What follows belongs to an exercise in optimizing a design on an open flow for small area; a production flow would make more cautious choices. Only simulation tests tie the RTL to the original design; equivalence was not proved. Power is estimated from default activity; no workload was simulated.

<file path="design/flow/config.mk">
export PLATFORM = sky130hd
export DESIGN_NAME = FreqMod
export DESIGN_NICKNAME = FreqMod
export VERILOG_FILES = /design/flow/design.v
export SDC_FILE = /design/flow/constraint.sdc
export NUM_CORES = 4
export LEC_CHECK = 0
export ABC_AREA = 1
export CAP_MARGIN = 0
export CORE_MARGIN = 2
export CORE_UTILIZATION = 60
export SLEW_MARGIN = 0
</file>
<file path="design/flow/constraint.sdc">
create_clock -name core_clock -period 20.0 [get_ports {clock}]
set_input_delay 4.0000 -clock core_clock [delete_from_list [all_inputs] [get_ports {clock}]]
set_output_delay 4.0000 -clock core_clock [all_outputs]
set_load 0.01 [all_outputs]
</file>
<file path="design/flow/design.v">
`timescale 1ns / 1ps
module FreqMod(
    input signed [17:0] audio_in,
    input ready,
    input clock,
    input reset,
    input [9:0] controls,
    output wire signed [17:0] audio_out,
    output reg [7:0] freq1,
    output reg [7:0] freq2,
    output reg [7:0] freq3,
    output reg [7:0] freq4,
    output reg [7:0] freq5,
    output reg [7:0] freq6,
    output reg [7:0] freq7,
    output reg [4:0] weight1,
    output reg [4:0] weight2,
    output reg [4:0] weight3,
    output reg [4:0] weight4,
    output reg [4:0] weight5,
    output reg [4:0] weight6,
    output reg [4:0] weight7
    );
    wire [7:0] switches = controls[7:0];
    wire fup = controls[8];
    wire fdown = controls[9];
    reg old_fup, old_fdown, increment, decrement;
    always @(posedge clock) begin
        old_fup <= fup;
        old_fdown <= fdown;
        increment <= fup & ~old_fup;
        decrement <= fdown & ~old_fdown;
    end
    wire [34:0] wts = {weight7, weight6, weight5, weight4, weight3, weight2, weight1};
    reg [34:0] wts_next;
    integer k;
    reg [4:0] w, tg;
    reg dn, up;
    always @(*) begin
        for (k = 0; k < 7; k = k + 1) begin
            w = wts[5*k +: 5];
            dn = switches[k] & decrement & (w != 5'd0);
            up = switches[k] & increment & (w != 5'd31) & ~dn;
            tg[0] = up | dn;
            tg[1] = (up & w[0]) | (dn & ~w[0]);
            tg[2] = (up & (&w[1:0])) | (dn & ~(|w[1:0]));
            tg[3] = (up & (&w[2:0])) | (dn & ~(|w[2:0]));
            tg[4] = (up & (&w[3:0])) | (dn & ~(|w[3:0]));
            wts_next[5*k +: 5] = reset ? 5'd0 : (w ^ tg);
        end
    end
    always @(posedge clock)
        {weight7, weight6, weight5, weight4, weight3, weight2, weight1} <= wts_next;
    reg [575:0] ring;
    reg [4:0] m1;        
    reg pending;         
    reg [17:0] q;        
    reg [17:0] o;        
    reg [27:0] acc;
    reg [5:0] blk;       
    wire ins = pending & (m1 == 5'd0);
    wire [17:0] tap1 = ins ? q : ring[575:558];
    wire [17:0] tap2 = ring[287:270];
    always @(posedge clock) begin
        ring <= {ring[557:0], tap1};
        if (reset) m1 <= 5'd0;
        else if (!ready) m1 <= m1 - 5'd1;
        if (reset) pending <= 1'b0;
        else if (ready) pending <= 1'b1;
        else if (m1 == 5'd0) pending <= 1'b0;
        if (reset) blk <= 6'd63;
        else if (ready) blk <= 6'd0;
        else if (m1[3:0] == 4'd0 && blk != 6'd63) blk <= blk + 6'd1;
    end
    localparam A_HOLD = 2'd0, A_ZERO = 2'd1, A_X4 = 2'd2, A_X16 = 2'd3;
    localparam S_TAP = 2'd0, S_O = 2'd1, S_Q = 2'd2;
    localparam D_NONE = 2'd0, D_ROM = 2'd1, D_CONST = 2'd2, D_BOOTH = 2'd3;
    wire [3:0] c = ~m1[3:0];
    reg [1:0] amode;
    reg p1_on;
    reg [1:0] p2_dsrc;
    reg [1:0] p2_src;
    reg [2:0] p2_const;
    reg [3:0] pass;
    reg [2:0] wsel;         
    reg [1:0] bstep;        
    reg ld_o_y, ld_o_w, ld_q_y;
    reg [2:0] ld_f;         
    reg [2:0] o_band;       
    wire eqm = !(switches == 8'h01 || switches == 8'h02 || switches == 8'h04 ||
                 switches == 8'h08 || switches == 8'h10 || switches == 8'h20 ||
                 switches == 8'h40);
    wire b3 = blk == 6'd3, b4 = blk == 6'd4, b5 = blk == 6'd5, b6 = blk == 6'd6;
    wire b21 = blk == 6'd21, b22 = blk == 6'd22, b23 = blk == 6'd23, b24 = blk == 6'd24;
    wire b25 = blk == 6'd25, b26 = blk == 6'd26, b27 = blk == 6'd27, b28 = blk == 6'd28;
    wire b29 = blk == 6'd29, b30 = blk == 6'd30, b31 = blk == 6'd31, b32 = blk == 6'd32;
    wire is_pass = b3 | b4 | b5 | b6 | b21 | b22 | b24 | b25 | b26 | b28 | b29 | b31;
    wire first_zero = b3 | b21 | b24 | b28 | b31;
    wire first_x16 = b22;
    wire is_w = b23 | b27 | b30 | b32;
    wire [2:0] wk = {b32, b27 | b30, b23 | b30};
    always @(*)
        pass = {b26 | b28 | b29 | b31, b21 | b22 | b24 | b25,
                b5 | b6 | b24 | b25 | b29 | b31, b4 | b6 | b22 | b25 | b28 | b31};
    always @(*) begin
        amode = A_HOLD; p1_on = 1'b0; p2_dsrc = D_NONE; p2_src = S_TAP; p2_const = 3'b000;
        wsel = wk; bstep = 2'd0;
        ld_o_y = 1'b0; ld_o_w = 1'b0; ld_q_y = 1'b0; ld_f = 3'd0; o_band = wk;
        if (is_pass) begin
            p1_on = 1'b1; p2_dsrc = D_ROM;
            if (c == 4'd0) amode = first_zero ? A_ZERO : first_x16 ? A_X16 : A_X4;
        end
        if (blk == 6'd2) begin
            if (c == 4'd1) begin amode = A_ZERO; p2_dsrc = D_CONST; p2_src = S_Q; p2_const = 3'b010; end
            if (c == 4'd2 || c == 4'd3) amode = A_X16;
            if (c == 4'd4) begin p2_dsrc = D_CONST; p2_src = S_Q; p2_const = 3'b101; end
        end
        if (blk == 6'd3 && c == 4'd0) ld_o_y = 1'b1;
        if (blk == 6'd7 && c == 4'd0) ld_q_y = 1'b1;
        if (is_w) begin
            if (c == 4'd0) ld_q_y = 1'b1;
            if (c >= 4'd1 && c <= 4'd3) begin
                amode = (c == 4'd1) ? A_ZERO : A_X4;
                p2_dsrc = D_BOOTH; p2_src = S_Q;
                bstep = (c == 4'd1) ? 2'd2 : (c == 4'd2) ? 2'd1 : 2'd0;
            end
            if (c == 4'd4) begin
                ld_f = wk; p2_dsrc = eqm ? D_CONST : D_NONE; p2_src = S_O; p2_const = 3'b001;
            end
            if (c == 4'd5) ld_o_w = 1'b1;
        end
        if (blk == 6'd20) begin
            if (c <= 4'd2) begin
                amode = (c == 4'd0) ? A_ZERO : A_X4;
                p2_dsrc = D_BOOTH; p2_src = S_O; wsel = 3'd7;
                bstep = (c == 4'd0) ? 2'd2 : (c == 4'd1) ? 2'd1 : 2'd0;
            end
            if (c == 4'd3) begin ld_f = 3'd7; ld_o_w = 1'b1; o_band = 3'd7; end
            if ((c >= 4'd3 && c <= 4'd5) || (c >= 4'd7 && c <= 4'd9)) begin
                amode = (c == 4'd3 || c == 4'd7) ? A_ZERO : A_X4;
                p2_dsrc = D_BOOTH; p2_src = S_Q; wsel = (c <= 4'd5) ? 3'd5 : 3'd6;
                bstep = (c == 4'd3 || c == 4'd7) ? 2'd2 : (c == 4'd4 || c == 4'd8) ? 2'd1 : 2'd0;
            end
            if (c == 4'd6 || c == 4'd10) begin
                ld_f = (c == 4'd6) ? 3'd5 : 3'd6;
                p2_dsrc = eqm ? D_CONST : D_NONE; p2_src = S_O; p2_const = 3'b001;
            end
            if (c == 4'd7 || c == 4'd11) begin ld_o_w = 1'b1; o_band = (c == 4'd7) ? 3'd5 : 3'd6; end
        end
    end
    wire [5:0] dig;
    eq_digits digits (.pass(pass), .j(m1[3:0]), .dig(dig));
    wire [2:0] d1 = m1[4] ? dig[5:3] : dig[2:0];
    wire [2:0] d2rom = m1[4] ? dig[2:0] : dig[5:3];
    reg [4:0] wt;
    always @(*) begin
        case (wsel)
            3'd1: wt = weight1;
            3'd2: wt = weight2;
            3'd3: wt = weight3;
            3'd4: wt = weight4;
            3'd5: wt = weight5;
            3'd6: wt = weight6;
            default: wt = weight7;
        endcase
    end
    reg [2:0] dbooth;
    always @(*) begin
        case (bstep)
            2'd2: dbooth = {1'b0, wt[4] & wt[3], wt[4] ^ wt[3]};
            2'd1: dbooth = {wt[3] & ~(wt[2] & wt[1]), (wt[3] & ~wt[2] & ~wt[1]) | (~wt[3] & wt[2] & wt[1]), wt[2] ^ wt[1]};
            default: dbooth = {wt[1], wt[1] & ~wt[0], wt[0]};
        endcase
    end
    reg [2:0] d2;
    always @(*) begin
        case (p2_dsrc)
            D_ROM: d2 = d2rom;
            D_CONST: d2 = p2_const;
            D_BOOTH: d2 = dbooth;
            default: d2 = 3'b000;
        endcase
    end
    wire [2:0] d1g = p1_on ? d1 : 3'b000;
    wire s_o = (p2_src == S_O), s_q = (p2_src == S_Q), s_t = (p2_src == S_TAP);
    wire [17:0] v2 = ({18{s_o}} & o) | ({18{s_q}} & q) | ({18{s_t}} & tap2);
    function [27:0] term;
        input [17:0] v;
        input [2:0] d;
        reg [18:0] m;
        begin
            m = ({19{d[0]}} & {v[17], v}) | ({19{d[1]}} & {v, 1'b0});
            term = {{9{m[18] ^ d[2]}}, m ^ {19{d[2]}}};
        end
    endfunction
    wire a_h = (amode == A_HOLD), a_4 = (amode == A_X4), a_16 = (amode == A_X16);
    wire [27:0] abase = ({28{a_h}} & acc) | ({28{a_4}} & {acc[25:0], 2'b00}) | ({28{a_16}} & {acc[23:0], 4'b0000});
    wire [27:0] t1 = term(tap1, d1g);
    wire [27:0] t2 = term(v2, d2);
    wire [27:0] cs_s = abase ^ t1 ^ t2;
    wire [27:0] cs_c = {(abase[26:0] & t1[26:0]) | (abase[26:0] & t2[26:0]) | (t1[26:0] & t2[26:0]), d1g[2]};
    wire [28:0] rc;
    wire [27:0] acc_next;
    assign rc[0] = d2[2];
    genvar gi;
    generate for (gi = 0; gi < 28; gi = gi + 1) begin : ripple
        assign acc_next[gi] = cs_s[gi] ^ cs_c[gi] ^ rc[gi];
        assign rc[gi+1] = (cs_s[gi] & cs_c[gi]) | (cs_s[gi] & rc[gi]) | (cs_c[gi] & rc[gi]);
    end endgenerate
    always @(posedge clock) begin
        acc <= acc_next;
        if (ready) q <= audio_in;
        else if (ld_q_y) q <= acc[27:10];
        if (ld_o_y) o <= acc[27:10];
        else if (ld_o_w && (o_band == 3'd7 ? (!eqm && switches[6]) :
                            (eqm || switches[o_band - 3'd1]))) o <= acc[17:0];
        if (ld_f == 3'd1) freq1 <= acc[17:10];
        if (ld_f == 3'd2) freq2 <= acc[17:10];
        if (ld_f == 3'd3) freq3 <= acc[17:10];
        if (ld_f == 3'd4) freq4 <= acc[17:10];
        if (ld_f == 3'd5) freq5 <= acc[17:10];
        if (ld_f == 3'd6) freq6 <= acc[17:10];
        if (ld_f == 3'd7) freq7 <= acc[17:10];
    end
    assign audio_out = o;
endmodule
module eq_digits(input wire [3:0] pass, input wire [3:0] j, output reg [5:0] dig);
  always @(*)
    case ({pass, j})
      8'd0: dig = 6'b000000;
      8'd1: dig = 6'b000000;
      8'd2: dig = 6'b000000;
      8'd3: dig = 6'b000101;
      8'd4: dig = 6'b000101;
      8'd5: dig = 6'b000110;
      8'd6: dig = 6'b000110;
      8'd7: dig = 6'b000110;
      8'd8: dig = 6'b000110;
      8'd9: dig = 6'b101110;
      8'd10: dig = 6'b000110;
      8'd11: dig = 6'b000110;
      8'd12: dig = 6'b000101;
      8'd13: dig = 6'b000101;
      8'd14: dig = 6'b000000;
      8'd15: dig = 6'b000000;
      8'd16: dig = 6'b010010;
      8'd17: dig = 6'b010001;
      8'd18: dig = 6'b010000;
      8'd19: dig = 6'b010001;
      8'd20: dig = 6'b001101;
      8'd21: dig = 6'b000001;
      8'd22: dig = 6'b101000;
      8'd23: dig = 6'b110101;
      8'd24: dig = 6'b110110;
      8'd25: dig = 6'b010101;
      8'd26: dig = 6'b101000;
      8'd27: dig = 6'b000001;
      8'd28: dig = 6'b001101;
      8'd29: dig = 6'b010001;
      8'd30: dig = 6'b010000;
      8'd31: dig = 6'b010001;
      8'd32: dig = 6'b000000;
      8'd33: dig = 6'b010000;
      8'd34: dig = 6'b001110;
      8'd35: dig = 6'b101001;
      8'd36: dig = 6'b000000;
      8'd37: dig = 6'b101001;
      8'd38: dig = 6'b101110;
      8'd39: dig = 6'b001110;
      8'd40: dig = 6'b000000;
      8'd41: dig = 6'b001110;
      8'd42: dig = 6'b101110;
      8'd43: dig = 6'b101001;
      8'd44: dig = 6'b000000;
      8'd45: dig = 6'b101001;
      8'd46: dig = 6'b001110;
      8'd47: dig = 6'b010000;
      8'd48: dig = 6'b001001;
      8'd49: dig = 6'b101000;
      8'd50: dig = 6'b010110;
      8'd51: dig = 6'b001001;
      8'd52: dig = 6'b110010;
      8'd53: dig = 6'b000101;
      8'd54: dig = 6'b001101;
      8'd55: dig = 6'b000110;
      8'd56: dig = 6'b010000;
      8'd57: dig = 6'b000110;
      8'd58: dig = 6'b001101;
      8'd59: dig = 6'b000101;
      8'd60: dig = 6'b110010;
      8'd61: dig = 6'b001001;
      8'd62: dig = 6'b010110;
      8'd63: dig = 6'b101000;
      8'd64: dig = 6'b010010;
      8'd65: dig = 6'b010010;
      8'd66: dig = 6'b010010;
      8'd67: dig = 6'b010010;
      8'd68: dig = 6'b010010;
      8'd69: dig = 6'b010010;
      8'd70: dig = 6'b010010;
      8'd71: dig = 6'b010010;
      8'd72: dig = 6'b010010;
      8'd73: dig = 6'b010010;
      8'd74: dig = 6'b010010;
      8'd75: dig = 6'b010010;
      8'd76: dig = 6'b010010;
      8'd77: dig = 6'b010010;
      8'd78: dig = 6'b010010;
      8'd79: dig = 6'b010010;
      8'd80: dig = 6'b101101;
      8'd81: dig = 6'b001101;
      8'd82: dig = 6'b001101;
      8'd83: dig = 6'b001101;
      8'd84: dig = 6'b001101;
      8'd85: dig = 6'b000101;
      8'd86: dig = 6'b000000;
      8'd87: dig = 6'b000101;
      8'd88: dig = 6'b000000;
      8'd89: dig = 6'b000101;
      8'd90: dig = 6'b000000;
      8'd91: dig = 6'b000101;
      8'd92: dig = 6'b001101;
      8'd93: dig = 6'b001101;
      8'd94: dig = 6'b001101;
      8'd95: dig = 6'b001101;
      8'd96: dig = 6'b001001;
      8'd97: dig = 6'b001001;
      8'd98: dig = 6'b001001;
      8'd99: dig = 6'b001001;
      8'd100: dig = 6'b001001;
      8'd101: dig = 6'b001001;
      8'd102: dig = 6'b001001;
      8'd103: dig = 6'b010001;
      8'd104: dig = 6'b001001;
      8'd105: dig = 6'b001001;
      8'd106: dig = 6'b001001;
      8'd107: dig = 6'b001001;
      8'd108: dig = 6'b001001;
      8'd109: dig = 6'b001001;
      8'd110: dig = 6'b001001;
      8'd111: dig = 6'b001001;
      8'd112: dig = 6'b010010;
      8'd113: dig = 6'b010010;
      8'd114: dig = 6'b010010;
      8'd115: dig = 6'b010010;
      8'd116: dig = 6'b010010;
      8'd117: dig = 6'b010010;
      8'd118: dig = 6'b010010;
      8'd119: dig = 6'b110010;
      8'd120: dig = 6'b010010;
      8'd121: dig = 6'b010010;
      8'd122: dig = 6'b010010;
      8'd123: dig = 6'b010010;
      8'd124: dig = 6'b010010;
      8'd125: dig = 6'b010010;
      8'd126: dig = 6'b010010;
      8'd127: dig = 6'b010010;
      8'd128: dig = 6'b101101;
      8'd129: dig = 6'b000000;
      8'd130: dig = 6'b101000;
      8'd131: dig = 6'b101000;
      8'd132: dig = 6'b000000;
      8'd133: dig = 6'b001101;
      8'd134: dig = 6'b000101;
      8'd135: dig = 6'b000000;
      8'd136: dig = 6'b010000;
      8'd137: dig = 6'b000000;
      8'd138: dig = 6'b000101;
      8'd139: dig = 6'b001101;
      8'd140: dig = 6'b000000;
      8'd141: dig = 6'b101000;
      8'd142: dig = 6'b101000;
      8'd143: dig = 6'b000000;
      8'd144: dig = 6'b000000;
      8'd145: dig = 6'b000000;
      8'd146: dig = 6'b000000;
      8'd147: dig = 6'b000000;
      8'd148: dig = 6'b000000;
      8'd149: dig = 6'b001000;
      8'd150: dig = 6'b001000;
      8'd151: dig = 6'b000000;
      8'd152: dig = 6'b000000;
      8'd153: dig = 6'b000000;
      8'd154: dig = 6'b001000;
      8'd155: dig = 6'b000000;
      8'd156: dig = 6'b000000;
      8'd157: dig = 6'b000000;
      8'd158: dig = 6'b000000;
      8'd159: dig = 6'b000000;
      8'd160: dig = 6'b001001;
      8'd161: dig = 6'b001000;
      8'd162: dig = 6'b000001;
      8'd163: dig = 6'b001001;
      8'd164: dig = 6'b010000;
      8'd165: dig = 6'b110001;
      8'd166: dig = 6'b101000;
      8'd167: dig = 6'b000000;
      8'd168: dig = 6'b000010;
      8'd169: dig = 6'b000000;
      8'd170: dig = 6'b101000;
      8'd171: dig = 6'b010001;
      8'd172: dig = 6'b010000;
      8'd173: dig = 6'b001001;
      8'd174: dig = 6'b000001;
      8'd175: dig = 6'b001000;
      8'd176: dig = 6'b101101;
      8'd177: dig = 6'b101110;
      8'd178: dig = 6'b000101;
      8'd179: dig = 6'b101101;
      8'd180: dig = 6'b101101;
      8'd181: dig = 6'b000101;
      8'd182: dig = 6'b101101;
      8'd183: dig = 6'b110010;
      8'd184: dig = 6'b000000;
      8'd185: dig = 6'b110010;
      8'd186: dig = 6'b101101;
      8'd187: dig = 6'b000101;
      8'd188: dig = 6'b101101;
      8'd189: dig = 6'b101101;
      8'd190: dig = 6'b000101;
      8'd191: dig = 6'b101110;
      default: dig = 6'b000000;
    endcase
endmodule
</file>
<file path="design/flow/flow/run.sh">
#!/bin/bash
# The standard layout (standard.sh) with three changes:
#  - synthesis maps logic with an area-oriented ABC script (flow/abc_area.script,
#    used in place of ORFS's scripts/abc_area.script; every other script is ORFS's own);
#  - the input and output port buffers use the smallest buffer cell (buf_1);
#  - clock tree synthesis uses clkbuf_8, clusters up to 16 sinks, inserts no dummy loads.
set -euo pipefail
here=$(pwd)
rm -rf "$here/orfs_scripts"
cp -r "$FLOW_HOME/scripts" "$here/orfs_scripts"
cp "$here/flow/abc_area.script" "$here/orfs_scripts/abc_area.script"
export SCRIPTS_DIR="$here/orfs_scripts"
export BUFFER_PORTS_ARGS="-buffer_cell sky130_fd_sc_hd__buf_1"
export CTS_ARGS="-sink_clustering_enable -repair_clock_nets -sink_clustering_size 16 -sink_clustering_max_diameter 100 -dont_use_dummy_load -buf_list sky130_fd_sc_hd__clkbuf_8"
bash standard.sh > standard.log 2>&1
</file>
<file path="design/flow/flow/abc_area.script">
strash
dc2
dch -f
map -a
strash
dch -f
amap
topo
dnsize -c
</file>
<file path="design/flow/standard.sh">
#!/bin/bash
# synth_recipe.tcl (not shown) runs the flow's synth.tcl, then flattens the netlist and writes it again
# the make line also repeats each setting of config.mk as NAME=value (left out here)
make -C /OpenROAD-flow-scripts/flow DESIGN_CONFIG=/design/flow/config.mk WORK_HOME=/design/flow/orfs CLKGATE_MAP_FILE= SYNTH_SCRIPT=/design/flow/synth_recipe.tcl "${@:-finish}"
</file>
==> results by group, run 1 <==
Yosys
  – Yosys warns: 2
  – Synthesized Nets: 1919
  – Syn Area/Cell: approximately 12 µm²
  – Unique masters post-synth: 45
  – FF+latch count, synth: around 750
  – Mapped Cells: 1816
  – EDFF count, synth: 92
  – Async set or reset register ratio after synthesis: 0
  – Main synth FF type: dfxtp_1
  – Sequential fraction of the synthesis area: 0.713
  – Mapped Area: 22300 µm²

GRT
  – Initial antenna violation count: 2
  – GR Overflow Total: 0
  – Largest net degree at the start of global routing: 42
  – Vias in the first global route: 13200
  – Total track usage: 0.249
  – First-pass GRT wire length: 74.0 mm

Worst setup path
  – CP delay by family, top: adder cells
  – Setup crit start kind: input pin
  – Critical path peak fanout: 19
  – CP arrival: 19280 ps
  – WP buf/inv: 3
  – CP max stage delay: 600 ps
  – Critical Path Most Common Cell: fa_1
  – Slowest CP cell: fa_1
  – CP Capture Type: flop
  – Critical path required time: 20560 ps
  – Crit path kind: in2reg

STA
  – RSZ-0062 raised after global routing: false
  – Pins over their slew limit: 0
  – Layout Skew: 45.1 ps
  – Final period util: 0.936
  – Final hold viol count: 0
  – Rel. slew slack: 0.210
  – Finish-stage setup viols: 0
  – Fmax: 53.4 MHz
  – Hold WS: roughly 310 ps
  – Slew of the pin with the lowest slew margin: 1170 ps
  – Fin Setup TNS: 0 ps
  – Final worst slack: 1280 ps
  – Final min period: 18720 ps

Pwr
  – Comb power frac: 0.143
  – P_int: 0.00209 W
  – Pwr/cell area: around 120 nW/µm²
  – Sequential share of power: 0.630
  – Leakage dissipation: 8.91 nW
  – Clock Power Share: 0.228
  – Switching share of total power: 0.267
  – Maximum VDD drop: between 100 and 150 µV
  – P_sw: 0.000762 W
  – Pwr Total: 0.00285 W

Placed design
  – PortBufs: 139
  – GP Congestion: around 0.89
  – Post-DP Area: 23600 µm²
  – Dpl hpwl: 33.9 mm
  – Dpl ws: 682 ps

Finish
  – Area Overhead vs Synth: 9.20%
  – Final #Nets: 2137
  – Post-route cell area: 24300 µm²
  – Layout cells sized above 1: 0.0413
  – Most common cell after layout, fill and taps aside: dfxtp_1
  – Most frequent cells in the layout: dfxtp_1, nor2_1, clkinv_1, buf_1, o21ai_0

Detailed routing
  – Routed Antenna Nets: 0
  – Wirelength, routed: 48.0 mm
  – Routed len/inst: 19.2 µm
  – Drt drc: 0
  – Via count: around 14000
  – DR vias/cell: 5.59
  – TritonRoute pass-1 iters: 6
  – Initial drt markers: around 1100

Floorplan
  – Initial Utilization: 0.608
  – DIE HEIGHT: 197 µm
  – Die area: 38600 µm²
  – Row count: 70
  – Io pins: 140
  – CORE AREA: 36600 µm²
  – Die Span X: 197 µm

Clock tree
  – Post-CTS setup buffer count: 0
  – Hold_buf cts: 0
  – Clock root buffer: clkbuf_8
  – Number of clock sinks: 747
  – Clock buffer depth: 3
  – Htree depth: 2
  – Post_cts resized: 0
  – CTS tree: done
  – TritonCTS buffer count: 52
  – Clk latency of the worst-skew pair: 660 ps
  – Reg clk slew, reported paths: 90 ps

Run status
  – Outcome: no timing/DRC/antenna violations

Flow run
  – Max_cap viols: 0

Worst hold path
  – Hold Path Class: reg2reg
worst paths after layout:
path,cells past startpoint,slack (ps),startpoint,endpoint
setup / recovery,49,1280,controls[4],acc[27]
hold / removal,0,310,ring[260],ring[278]
setup reg to reg,57,1550,m1[2],acc[27]
hold reg to reg,0,310,ring[260],ring[278]
synth_stat cells, drive strengths merged (6+ instances only):
| cell | instances | area (µm²) |
|---|---|---|
| o41ai | 7 | 61.3 |
| o32ai | 9 | 78.8 |
| nor2b | 7 | 43.8 |
| o211ai | 6 | 45.0 |
| a31oi | 10 | 62.6 |
| a222oi | 21 | 210 |
| nand3 | 21 | 105 |
| fa | 54 | 1080 |
| a311oi | 13 | 114 |
| dfxtp | 655 | 13100 |
| a22oi | 6 | 45.0 |
| nor2 | 243 | 912 |
| o22a | 18 | 158 |
| or2 | 8 | 50.1 |
| nor3 | 37 | 185 |
| edfxtp | 92 | 2760 |
| a21oi | 49 | 245 |
| clkinv | 180 | 676 |
| ha | 18 | 225 |
| a211oi | 34 | 255 |
| nand2 | 79 | 297 |
| o21ai | 103 | 515 |
| a221oi | 7 | 61.3 |
| o22ai | 96 | 601 |
power groups by stage:
stage / combinational (W) / clock (W) / sequential [W]
2_1_floorplan: 0.000273 / 0 / 0.00179
3_3_place_gp: 0.000394 / 0 / 0.00183
3_5_place_dp: 0.000405 / 0 / 0.00183
4_1_cts: 0.000406 / 0.000672 / 0.00180
5_1_grt: 0.000454 / 0.000723 / 0.00182
6_report: 0.000407 / 0.000649 / 0.00180
registers in the layout, indices dropped and copies added (netlist names), 5 cells and up:
| name | count |
|---|---|
| freq6 | 8 |
| freq1 | 8 |
| freq5 | 8 |
| q | 18 |
| weight3 | 5 |
| weight6 | 5 |
| weight7 | 5 |
| freq3 | 8 |
| blk | 6 |
| freq7 | 8 |
| o | 18 |
| weight4 | 5 |
| freq4 | 8 |
| weight5 | 5 |
| ring | 576 |
| freq2 | 8 |
| acc | 28 |
| m1 | 5 |
| weight1 | 5 |
| weight2 | 5 |
area by class of cell:
class	count	area [µm²]
Multi-Input combinational cell	889	5740
Timing Repair Buffer	164	711
Fill cell	2777	12300
Antenna cell	1	2.50
Tap cell	468	586
Sequential cell	747	15900
Inverter	180	676
Clock buffer	52	716
metal layers:
layer	wire [µm]	global-route usage	share of wire	vias up
li1	-	-	-	6714
met1	21000	0.337	0.44	6662
met2	22500	0.406	0.47	504
met3	3000	0.0447	0.063	104
met4	1490	0.0938	0.031	0
met5	0	0	0	-
kinds of logic (layout without fill, tap and decap cells):
family,Yosys count,after routing,share of synthesized area
other,0,1,0
and+or+nand+nor,409,409,0.0756
DFF,747,747,0.713
buffers and inverters,180,396,0.0304
AOI/OAI and AO/OA,408,408,0.122
adders and majority gates,72,72,0.0587
through the flow:
stage               utilization  instances
global placement          0.644       2448
global route              0.664       2501
floorplan                     -       1816
CTS                       0.664       2500
finish                    0.664       2501
detailed placement        0.644       2448
==> run 2, diff against run 1 <==
--- a/design/flow/config.mk
+++ b/design/flow/config.mk
@@ -10,3 +10,5 @@
 export CORE_MARGIN = 2
 export CORE_UTILIZATION = 60
+export GPL_ROUTABILITY_DRIVEN = 0
+export GPL_TIMING_DRIVEN = 0
 export SLEW_MARGIN = 0
==> results by group, run 2 <==
Run status
  – Outcome: no timing/DRC/antenna violations

Floorplan
  – Die area: 38600 µm² (unchanged)
  – Initial Utilization: 0.608 (unchanged)
  – Die Span X: 197 µm (unchanged)
  – CORE AREA: 36600 µm² (unchanged)
  – Row count: 70 (unchanged)
  – Io pins: 140 (unchanged)
  – DIE HEIGHT: 197 µm (unchanged)

Clock tree
  – TritonCTS buffer count: 52 (unchanged)
  – Clock root buffer: clkbuf_8
  – Post-CTS setup buffer count: 0 (unchanged)
  – Clk latency of the worst-skew pair: 660 ps (about the same)
  – Reg clk slew, reported paths: 100 ps (about the same)
  – Number of clock sinks: 747 (unchanged)
  – CTS tree: done
  – Clock buffer depth: 3 (unchanged)
  – Htree depth: 2 (unchanged)

Detailed routing
  – Initial drt markers: 1301 (+16%)
  – TritonRoute pass-1 iters: 7 (+1)
  – Drt drc: 0 (unchanged)
  – Wirelength, routed: 45.7 mm (-4.8%)
  – Via count: 13900 (-0.44%)
  – DR vias/cell: 5.60 (+0.20%)
  – Routed len/inst: 18.4 µm (-4.1%)
  – Routed Antenna Nets: 0 (unchanged)

Yosys
  – FF+latch count, synth: 747 (unchanged)
  – Top cells by area, synth: dfxtp_1, edfxtp_1, fa_1
  – Commonest cells in the netlist: dfxtp_1, nor2_1, clkinv_1, o21ai_0, o22ai_1
  – Adder-Cell Fraction of Synth Area: 0.0587 (unchanged)
  – Syn Area/Cell: 12.3 µm² (unchanged)
  – Main synth FF type: dfxtp_1
  – Mapped Cells: 1816 (unchanged)
  – Async set or reset register ratio after synthesis: 0 (unchanged)
  – Unique masters post-synth: 45 (unchanged)
  – Most common cell in the synthesized netlist: dfxtp_1
  – Sequential fraction of the synthesis area: 0.713 (unchanged)
  – XOR/XNOR Fraction of Synth Area: 0 (unchanged)
  – Main combinational cell family by area after synthesis: compound AO/OA/AOI/OAI gates
  – Post-synthesis mux area share: 0 (unchanged)
  – Mapped Area: 22300 µm² (unchanged)
  – Simple-Gate Fraction of Synth Area: 0.0756 (unchanged)
  – Synth area leader: dfxtp_1
  – Yosys warns: 2 (unchanged)
  – EDFF count, synth: 92 (unchanged)
  – Post-synthesis compound-gate area fraction: 0.122 (unchanged)
  – Top cell type's share of synthesized area: 0.589 (unchanged)
  – Synthesized Nets: 1919 (unchanged)

STA
  – Finish-stage setup viols: 0 (unchanged)
  – RSZ-0062 raised after global routing: false
  – Slew of the pin with the lowest slew margin: 1250 ps (+71.2 ps)
  – Final period util: 0.960 (+0.0240)
  – Fmax: 52.1 MHz (-2.5%)
  – Final min period: 19200 ps (+481 ps)
  – Rel. slew slack: 0.168 (-0.0427)
  – Final hold viol count: 0 (unchanged)
  – Pins over their slew limit: 0 (unchanged)
  – Final worst slack: 799 ps (-481 ps)
  – Layout Skew: 56.3 ps (+11.2 ps)
  – Hold WS: 295 ps (-13.7 ps)

Pwr
  – P_sw: 0.000750 W (-1.6%)
  – Pwr/cell area: 117 nW/µm² (-0.45%)
  – Comb power frac: 0.140 (-0.003)
  – Switching share of total power: 0.264 (-0.00285)
  – Pwr Total: 0.00284 W (-0.51%)
  – Clock Power Share: 0.227 (about the same)
  – P_int: 0.00209 W (-0.13%)
  – Sequential share of power: 0.633 (+0.003)
  – Leakage dissipation: 8.87 nW (-0.42%)
  – Maximum VDD drop: 83.9 µV (-24%)

Worst hold path
  – Hold path depth: 0 (unchanged)
  – Hold endpoint: ring[328]
  – Hold_sp: ring[310]
  – Hold Path Class: reg2reg

Finish
  – Area Overhead vs Synth: 9.13% (about the same)
  – Top Registers: ring x576, acc x28
  – Most common cell after layout, fill and taps aside: dfxtp_1
  – Final #Nets: 2120 (-0.80%)
  – Largest register FFs: 576 (unchanged)
  – Area taken by multi-input logic gates: 5780 µm² (+0.65%)
  – Fill cells: 2800 (+0.83%)
  – Register area: 15900 µm² (about the same)
  – Largest Register: ring
  – Layout cells sized above 1: 0.0392 (-0.00213)
  – Most frequent cells in the layout: dfxtp_1, nor2_1, clkinv_1, buf_1, o21ai_0
  – End-of-flow core utilization: 0.663 (about the same)

GRT
  – Vias in the first global route: 13300 (+0.50%)
  – Initial antenna violation count: 2 (unchanged)
  – GR Overflow Total: 0 (unchanged)
  – First-pass GRT wire length: 71.4 mm (-3.5%)
  – Total track usage: 0.237 (-0.0121)
  – Largest net degree at the start of global routing: 45 (+7.1%)

Placed design
  – PortBufs: 139 (unchanged)
  – Dpl ws: 76.4 ps (-605 ps)
  – Dpl hpwl: 31.9 mm (-6.1%)

Worst setup path
  – Critical path peak fanout: 25 (+6)
  – Critical Path Most Common Cell: fa_1
  – R2r setup slk: 970 ps (-580 ps)
  – Critical path required time: 20580 ps (+20 ps)
  – CP arrival: 19780 ps (+500 ps)
  – Worst R2R End: acc[27]
  – Crit path kind: in2reg
  – Slowest CP cell: fa_1
  – Worst r2r src: m1[2]
  – CP Capture Type: flop
  – R2r worst-path depth: 57 (unchanged)
  – CP max stage delay: 590 ps (about the same)
  – Setup crit start kind: input pin

Flow run
  – Max_cap viols: 0 (unchanged)
## run 2: cells by family (layout without fill, tap and decap cells)
group | after synthesis | after routing
fa+ha+maj | 72 | 72
simple gates | 409 | 409
flops | 747 | 747
compound gates | 408 | 408
other cells | 0 | 2
buf+inv | 180 | 379
## run 2: per-layer routing
metal,global-route usage,vias up,part of all wire
li1,-,6678,-
met1,0.330,6648,0.45
met2,0.378,508,0.46
met3,0.0383,88,0.065
met4,0.0913,0,0.027
met5,0,-,0
## run 2: worst max path at each step
stage / cells past startpoint / end / start
after CTS: 57 / acc[27] / m1[3]
after detailed placement: 49 / acc[27] / controls[4]
after floorplan: 48 / acc[27] / controls[4]
final: 50 / acc[27] / controls[4]
after global routing: 57 / acc[27] / m1[2]
after global placement: 48 / acc[27] / controls[4]
## run 2: final cells by class
cell class	instances	share of cell area
Inverter	180	0.0281
Antenna cell	2	0.000206
Clock buffer	52	0.0295
Timing Repair Buffer	147	0.0266
Multi-Input combinational cell	889	0.238
Sequential cell	747	0.654
Tap cell	468	0.0241
## run 2: critical path, delay by kind of cell
kind | cells | cell delay [ps]
AO/OA/AOI/OAI | 9 | 1910
adder cells (fa/ha/maj) | 28 | 12070
buffers and inverters | 4 | 550
AND/OR/NAND/NOR | 9 | 1250
## run 2: metrics by stage
stage / TNS, ps / instances / instance area, µm²
6_report: 0 / 2485 / 24300
2_1_floorplan: 0 / 1816 / 22300
3_3_place_gp: -1210 / 2423 / 23400
3_5_place_dp: 0 / 2431 / 23500
5_1_grt: 0 / 2485 / 24300
4_1_cts: 0 / 2483 / 24300
## run 2: what timing repair did
action,in CTS,in global routing
hold buffers,0,0
endpoints found under the setup margin,0,1
resized for setup,0,6
## run 2: power by group through the flow
stage | combinational [W] | sequential (W) | clock, W
2_1_floorplan | 0.000273 | 0.00179 | 0
3_3_place_gp | 0.000374 | 0.00183 | 0
3_5_place_dp | 0.000391 | 0.00183 | 0
4_1_cts | 0.000393 | 0.00180 | 0.000669
5_1_grt | 0.000446 | 0.00182 | 0.000722
6_report | 0.000398 | 0.00180 | 0.000644

static timing again, ports no longer ideal:
No port has a modelled driver above. Below, the same layouts with a new extraction and two added sets of constraints. Step 1 sets driving cells, clkbuf_16 on the clock port and buf_2 on the other inputs (assumed; they add their load-dependent delay and slew). Step 2 adds t to the input delays and takes it off the output delays; t is the mean of the earliest and latest rising clock arrival at the registers after step 1. Input paths then give back, and output paths get back, about the clock's delay inside the block. Three values: no drivers, after step 1, after step 2; two values: the first two.
run | t (ns) | slack for setup (ns) | hold slack, ns | worst register clock-pin slew, ns | pins driven straight from the clock port
run 1 | 0.684 | 1.280 / 1.310 / 0.626 | 0.308 / 0.308 / 0.308 | 0.12 / 0.12 | 1
run 2 | 0.684 | 0.799 / 0.830 / 0.146 | 0.295 / 0.295 / 0.295 | 0.11 / 0.11 | 1
After both steps every run listed still meets setup and hold. For run 1, which loses most, drivers alone change the setup slack by +0.030 ns; drivers and shift together by -0.654 ns.
